Source: an optimization exercise on an open RTL-to-GDS flow (aim: small area). Production flows keep margins and buffers that such runs may drop. Only simulation tests tie the RTL to the original design; equivalence was not proved.

oak:
==> flow/design.v (excerpt) <==
module inverter_5level_top #(
    parameter DATA_WIDTH = 16,
    parameter PHASE_WIDTH = 32,
    parameter DEADTIME_WIDTH = 8,
    parameter CARRIER_DIV_WIDTH = 16
)(
    input  wire                         clk,
    input  wire                         rst_n,
    input  wire                         enable,
    input  wire [PHASE_WIDTH-1:0]       freq_50hz,
    input  wire [DATA_WIDTH-1:0]        modulation_index,
    input  wire [DEADTIME_WIDTH-1:0]    deadtime_cycles,
    input  wire [CARRIER_DIV_WIDTH-1:0] carrier_freq_div,
    output wire                         pwm1_ch1_high,
    output wire                         pwm1_ch1_low,
    output wire                         pwm1_ch2_high,
    output wire                         pwm1_ch2_low,
    output wire                         pwm2_ch1_high,
    output wire                         pwm2_ch1_low,
    output wire                         pwm2_ch2_high,
    output wire                         pwm2_ch2_low,
    output wire                         sync_pulse,
    output wire                         fault
);
export LEC_CHECK = 0
export CAP_MARGIN = 20
export CORE_MARGIN = 2
export CORE_UTILIZATION = 40
export CTS_BUF_LIST = sky130_fd_sc_hd__clkbuf_8
export CTS_CLUSTER_DIAMETER = 100
export CTS_CLUSTER_SIZE = 30
export GPL_TIMING_DRIVEN = 0
export SLEW_MARGIN = 20
create_clock -name core_clock -period 10.0 [get_ports {clk}]
standard.sh (not shown) runs the stock make flow with config.mk's settings and CLKGATE_MAP_FILE= SYNTH_SCRIPT=/design/flow/synth_recipe.tcl, a recipe that flattens the netlist after the stock synthesis.
==> flow/flow/run.sh <==
#!/bin/bash
# Own layout flow: the standard flow (standard.sh) with these changes:
#  - synthesis maps logic with an area-oriented ABC script (flow/abc_area.script)
#    instead of ORFS's speed script; registers are mapped as before (dfflibmap
#    runs before ABC), so their names and cells match the standard synthesis;
#  - Yosys's synth runs without its internal ABC pass (SYNTH_ARGS=-noabc), so
#    the adders written in the RTL reach extract_fa as written;
#  - port buffers are sky130_fd_sc_hd__buf_1 (every port still gets one).
# Each tool's output is in orfs/logs/...; make's own output goes to flow_make.log.
set -euo pipefail
here=$(pwd)
rm -rf "$here/scripts_area"
cp -r "$FLOW_HOME/scripts" "$here/scripts_area"
cp "$here/flow/abc_area.script" "$here/scripts_area/abc_area.script"
bash standard.sh \
  SCRIPTS_DIR="$here/scripts_area" \
  ABC_AREA=1 \
  SYNTH_ARGS=-noabc \
  BUFFER_PORTS_ARGS="-buffer_cell sky130_fd_sc_hd__buf_1" \
  finish > "$here/flow_make.log" 2>&1
==> flow/flow/abc_area.script <==
strash
&get -n
&deepsyn -T 60
&b
&put
dch
map -a
topo
stime -c
Input-level comparison between pine and oak:
# oak
export LEC_CHECK = 0
export CAP_MARGIN = 20
export CORE_MARGIN = 2
export CORE_UTILIZATION = 40
export CTS_BUF_LIST = sky130_fd_sc_hd__clkbuf_8
export CTS_CLUSTER_DIAMETER = 100
export CTS_CLUSTER_SIZE = 30
export GPL_TIMING_DRIVEN = 0
export SLEW_MARGIN = 20
create_clock -name core_clock -period 10.0 [get_ports {clk}]
# pine
export LEC_CHECK = 0
export CAP_MARGIN = 0
export CORE_MARGIN = 2
export CORE_UTILIZATION = 40
export CTS_BUF_LIST = sky130_fd_sc_hd__clkbuf_8
export GPL_TIMING_DRIVEN = 0
export SLEW_MARGIN = 0
create_clock -name core_clock -period 10.0 [get_ports {clk}]
--- outcome ---
- Area growth from synthesis to layout: pine vs oak down 0.70 points
- Max-slew headroom at the worst pin, oak and pine: lower on pine
- Going from oak to pine, number of I/O port buffers ~0 delta, first-pass GRT wire length ~0 delta, post-route cell area -about 0.6%.
The following lists how birch was set up differently from pine:
# pine
export LEC_CHECK = 0
export CAP_MARGIN = 0
export CORE_MARGIN = 2
export CORE_UTILIZATION = 40
export CTS_BUF_LIST = sky130_fd_sc_hd__clkbuf_8
export GPL_TIMING_DRIVEN = 0
export SLEW_MARGIN = 0
create_clock -name core_clock -period 10.0 [get_ports {clk}]
# birch
export LEC_CHECK = 0
export CAP_MARGIN = 20
export CORE_MARGIN = 2
export CORE_UTILIZATION = 40
export CTS_BUF_LIST = sky130_fd_sc_hd__clkbuf_8
export GPL_TIMING_DRIVEN = 0
export SLEW_MARGIN = 20
create_clock -name core_clock -period 10.0 [get_ports {clk}]
==> flow/flow/abc_area.script <==
strash
&get -n
&deepsyn -T 60
&put
dch
map -a
topo
stime -c
--- outcome ---
- First-pass detailed-route iteration total is lower on pine
- birch vs pine: die area down
- met1 demand-to-capacity share in global routing is lower on birch
- Going from pine to birch, synthesized cell count fell by 3.2%, worst-case headroom to the max-slew limit rose by 18 points, count of cell instances traversed by the critical path rose by 56%, met3 layer usage reported by global route stayed essentially flat, area growth from synthesis to layout rose by 2.6 points.
--- input diff birch..maple ---
# birch
export LEC_CHECK = 0
export CAP_MARGIN = 20
export CORE_MARGIN = 2
export CORE_UTILIZATION = 40
export CTS_BUF_LIST = sky130_fd_sc_hd__clkbuf_8
export GPL_TIMING_DRIVEN = 0
export SLEW_MARGIN = 20
create_clock -name core_clock -period 10.0 [get_ports {clk}]
# maple
export LEC_CHECK = 0
export CAP_MARGIN = 20
export CORE_MARGIN = 2
export CORE_UTILIZATION = 55
export CTS_BUF_LIST = sky130_fd_sc_hd__clkbuf_8
export GPL_TIMING_DRIVEN = 0
export SLEW_MARGIN = 20
create_clock -name core_clock -period 10.0 [get_ports {clk}]
==> flow/flow/abc_area.script <==
strash
&get -n
&deepsyn -T 60
&b
&put
dch
map -a
topo
stime -c
Results
maple ended with every stage complete and zero timing, DRC or antenna violations. Looking at endpoint of the most critical setup path, the sine_gen.ph_top[7] result is from maple; the pwm1.cmp one comes from birch. flip-flop to flip-flop as the start-to-end type of the worst setup path was reported by birch, and primary input to flip-flop by maple. maple against birch: multi-input combinational cell area decreased by 0.56% relative to the old numbers; total number of vias increased by about 2.8% relative to the old numbers. birch has higher number of distinct library cells after synthesis than maple.

* * *

Starting RTL as in the previous note.
clock: 10.0 ns
lec_check: 0
cap_margin: 20
core_margin: 2
core_utilization: 40
cts_buf_list: sky130_fd_sc_hd__clkbuf_8
gpl_timing_driven: 0
slew_margin: 20
==> flow/flow/abc_area.script <==
strash
&get -n
&deepsyn -T 60
&b
&put
dch
map -a
topo
stime -c
Scripts as last shown in full above: flow/flow/run.sh
Rerun with:
- CAP_MARGIN: 20 -> 0
- CTS_BUF_LIST: sky130_fd_sc_hd__clkbuf_8 -> sky130_fd_sc_hd__clkbuf_4 sky130_fd_sc_hd__clkbuf_8
- SLEW_MARGIN: 20 -> 0
=> The changed run completed without violations; utilization came out higher by 0.13 points; synthesized cell count came out higher by about 3.3%; setup slack improved by 0.038 ns; global-route usage came out higher by 0.65 points; sequential share of layout area barely changes.

static timing again, ports no longer ideal:
The flow's constraints put no driver on any port. The routed layouts listed below were extracted and timed again, unchanged, in two steps. Step 1: set_driving_cell puts a clkbuf_16 on clk and a buf_2 on each other input, an assumption about the parent block. Step 2, shift: input delay + t, output delay - t, t = (earliest + latest rising clock arrival at the registers) / 2. This alone moves slack from input paths to output paths. a / b / c = ideal / step 1 / step 2; a / b = the first two.
| run | t, ns | setup WS [ns] | worst slew at a driven data input, ns |
|---|---|---|---|
| oak | 0.370 | 0.505 / 0.517 / 0.146 | 0.06 |
| pine | 0.374 | 0.518 / 0.528 / 0.154 | 0.06 |
| birch | 0.388 | 0.482 / 0.482 / 0.153 | 0.07 |
| maple | 0.383 | 0.520 / 0.523 / 0.140 | 0.07 |
| the first run of note 2 | 0.378 | 0.478 / 0.486 / 0.108 | 0.06 |
| the second run of note 2 | 0.372 | 0.516 / 0.526 / 0.154 | 0.06 |
After both steps every run listed still meets setup and hold. For maple, which loses most, drivers alone change the setup slack by +0.003 ns; drivers and shift together by -0.380 ns.
